What follows belongs to an exercise in optimizing a design on an open flow for small area and a short achievable clock period; a production flow would make more cautious choices.
Function was checked by simulation only, so behaviour that the tests miss may differ from the original.
The flow treats the clock pin as an ideal source, which a real chip does not have.
Power figures rest on the tool's default switching activity, not on a simulated workload.

==> flow/design.v (excerpt) <==
module rrc_filter #(
	parameter WIDTH = 9
)(
	input logic clk,
	input logic rst,
	input logic signed [WIDTH-1:0] filter_in,
	output logic signed [WIDTH-1:0] filter_out
);
export LEC_CHECK = 0
export ABC_CLOCK_PERIOD_IN_PS = 800
export CAP_MARGIN = 20
export CORE_MARGIN = 2
export CORE_UTILIZATION = 62
export CTS_BUF_LIST = sky130_fd_sc_hd__clkbuf_8
export CTS_CLUSTER_DIAMETER = 60
export CTS_CLUSTER_SIZE = 18
export PLACE_DENSITY = 0.67
export SLEW_MARGIN = 20
export SYNTH_HIERARCHICAL = 1
create_clock -name core_clock -period 10.5 [get_ports {clk}]
standard.sh (not shown) runs the stock make flow with config.mk's settings and CLKGATE_MAP_FILE= SYNTH_SCRIPT=/design/flow/synth_recipe.tcl, a recipe that flattens the netlist after the stock synthesis.
==> flow/flow/run.sh <==
#!/bin/bash
# Own layout flow: the standard ORFS flow (standard.sh, unchanged synthesis), with
#  - timing repair aimed below the design's period (SETUP_SLACK_MARGIN; the SDC is unchanged),
#  - port buffers of a normal buffer cell rather than the smallest one,
#  - after CTS, the clock port drives the tree's branch buffers directly, split in two (flow/flatten_clock_root.tcl).
# Each step's full log is kept by ORFS under orfs/logs/; make's own output goes to flow.log.
set -uo pipefail
here=$(pwd)
bash standard.sh SETUP_SLACK_MARGIN=7.45 "BUFFER_PORTS_ARGS=-buffer_cell sky130_fd_sc_hd__buf_2" \
  "POST_CTS_TCL=$here/flow/flatten_clock_root.tcl" finish > flow.log 2>&1
Other scripts of this flow, unchanged in this note and not shown: flow/flow/flatten_clock_root.tcl
Then changed:
--- a/flow/config.mk
+++ b/flow/config.mk
@@ -9,9 +9,9 @@
 export CAP_MARGIN = 20
 export CORE_MARGIN = 2
-export CORE_UTILIZATION = 62
-export CTS_BUF_LIST = sky130_fd_sc_hd__clkbuf_8
-export CTS_CLUSTER_DIAMETER = 60
-export CTS_CLUSTER_SIZE = 18
-export PLACE_DENSITY = 0.67
+export CORE_UTILIZATION = 76
+export CTS_BUF_LIST = sky130_fd_sc_hd__clkbuf_16
+export CTS_CLUSTER_DIAMETER = 90
+export CTS_CLUSTER_SIZE = 32
+export PLACE_DENSITY = 0.81
 export SLEW_MARGIN = 20
 export SYNTH_HIERARCHICAL = 1
- The changed run completed without violations
- area after synthesis stays the same
- via count came out higher by 3.9%
- cell area is lower by 0.54%
- wire length rose by 8.1%
- worst setup slack improves by 0.017 ns
Then changed:
--- a/flow/config.mk
+++ b/flow/config.mk
@@ -9,9 +9,9 @@
 export CAP_MARGIN = 20
 export CORE_MARGIN = 2
-export CORE_UTILIZATION = 76
+export CORE_UTILIZATION = 62
 export CTS_BUF_LIST = sky130_fd_sc_hd__clkbuf_16
 export CTS_CLUSTER_DIAMETER = 90
 export CTS_CLUSTER_SIZE = 32
-export PLACE_DENSITY = 0.81
+export PLACE_DENSITY = 0.67
 export SLEW_MARGIN = 20
 export SYNTH_HIERARCHICAL = 1
Via count is lower by 4.2%. Total power is lower by 2.8%. Combinational power is lower by about 3%. Setup slack improved by 0.036 ns. Wire length is lower by 8.2%. Sequential power is about the same. Hold slack got worse by 0.0096 ns.

* * *

## rev 12
Starting RTL as in the previous note.
export LEC_CHECK = 0
export ABC_CLOCK_PERIOD_IN_PS = 800
export CAP_MARGIN = 20
export CORE_MARGIN = 2
export CORE_UTILIZATION = 70
export CTS_BUF_LIST = sky130_fd_sc_hd__clkbuf_16
export CTS_CLUSTER_DIAMETER = 90
export CTS_CLUSTER_SIZE = 32
export PLACE_DENSITY = 0.75
export SLEW_MARGIN = 20
export SYNTH_HIERARCHICAL = 1
create_clock -name core_clock -period 10.5 [get_ports {clk}]
Scripts as last shown in full above: flow/flow/run.sh
Other scripts of this flow, unchanged in this note and not shown: flow/flow/flatten_clock_root.tcl
Rev 12: all stages complete, timing, DRC and antenna checks passed
Setup changes, rev 12 to rev 13
# rev 12
export LEC_CHECK = 0
export ABC_CLOCK_PERIOD_IN_PS = 800
export CAP_MARGIN = 20
export CORE_MARGIN = 2
export CORE_UTILIZATION = 70
export CTS_BUF_LIST = sky130_fd_sc_hd__clkbuf_16
export CTS_CLUSTER_DIAMETER = 90
export CTS_CLUSTER_SIZE = 32
export PLACE_DENSITY = 0.75
export SLEW_MARGIN = 20
export SYNTH_HIERARCHICAL = 1
create_clock -name core_clock -period 10.5 [get_ports {clk}]
# rev 13
export LEC_CHECK = 0
export ABC_CLOCK_PERIOD_IN_PS = 800
export CAP_MARGIN = 20
export CORE_MARGIN = 2
export CORE_UTILIZATION = 52
export CTS_BUF_LIST = sky130_fd_sc_hd__clkbuf_16
export CTS_CLUSTER_DIAMETER = 90
export CTS_CLUSTER_SIZE = 32
export PLACE_DENSITY = 0.57
export SLEW_MARGIN = 20
export SYNTH_HIERARCHICAL = 1
create_clock -name core_clock -period 10.5 [get_ports {clk}]
## What came out
Routed wire length: lower on rev 12. Compared with rev 12, in rev 13 combined buffer and inverter count along the critical path was more or less identical; cell count saw an increase; critical path depth now sits higher. The critical path's largest stage delay of rev 13 exceeds that of rev 12 by 20 ps. [rev 13 vs rev 12] routed wirelength normalized by instance count: lower in rev 13. Rev 13 reports a higher height of the die than rev 12 does. Utilization sits lower in rev 13 than in rev 12.

==> what the ideal ports hide <==
No port has a modelled driver above. Below, the same layouts with a new extraction and two added sets of constraints.
Step 1: set_driving_cell puts a clkbuf_16 on clk and a buf_2 on each other input, an assumption about the parent block.
Step 2 moves the port delays by t, midway between the first and last clock arrival at a register: inputs arrive t later, outputs are due t later. That takes back most of the time a late clock gives input paths.
Slacks: ideal ports / drivers / drivers and shift; pairs: ideal ports / drivers.
| run | t (ns) | slack for setup (ns) | hold WS [ns] | worst register clock-pin slew, ns | worst slew at a driven data input, ns |
|---|---|---|---|---|---|
| the first run of note 1 | 0.443 | 7.465 / 7.442 / 7.160 | 0.340 / 0.340 / 0.340 | 0.11 / 0.11 | 0.03 |
| the second run of note 1 | 0.415 | 7.482 / 7.479 / 7.171 | 0.341 / 0.341 / 0.341 | 0.12 / 0.12 | 0.03 |
| the third run of note 1 | 0.426 | 7.518 / 7.473 / 7.274 | 0.331 / 0.331 / 0.331 | 0.12 / 0.12 | 0.03 |
| rev 12 | 0.420 | 7.504 / 7.483 / 7.264 | 0.358 / 0.358 / 0.358 | 0.12 / 0.12 | 0.03 |
| rev 13 | 0.417 | 7.500 / 7.467 / 7.270 | 0.349 / 0.349 / 0.349 | 0.12 / 0.12 | 0.03 |
After both steps setup and hold are still met in every run listed. For the second run of note 1, which loses most, drivers alone change the setup slack by -0.003 ns; drivers and shift together by -0.311 ns. Setup slack includes reset recovery checks.
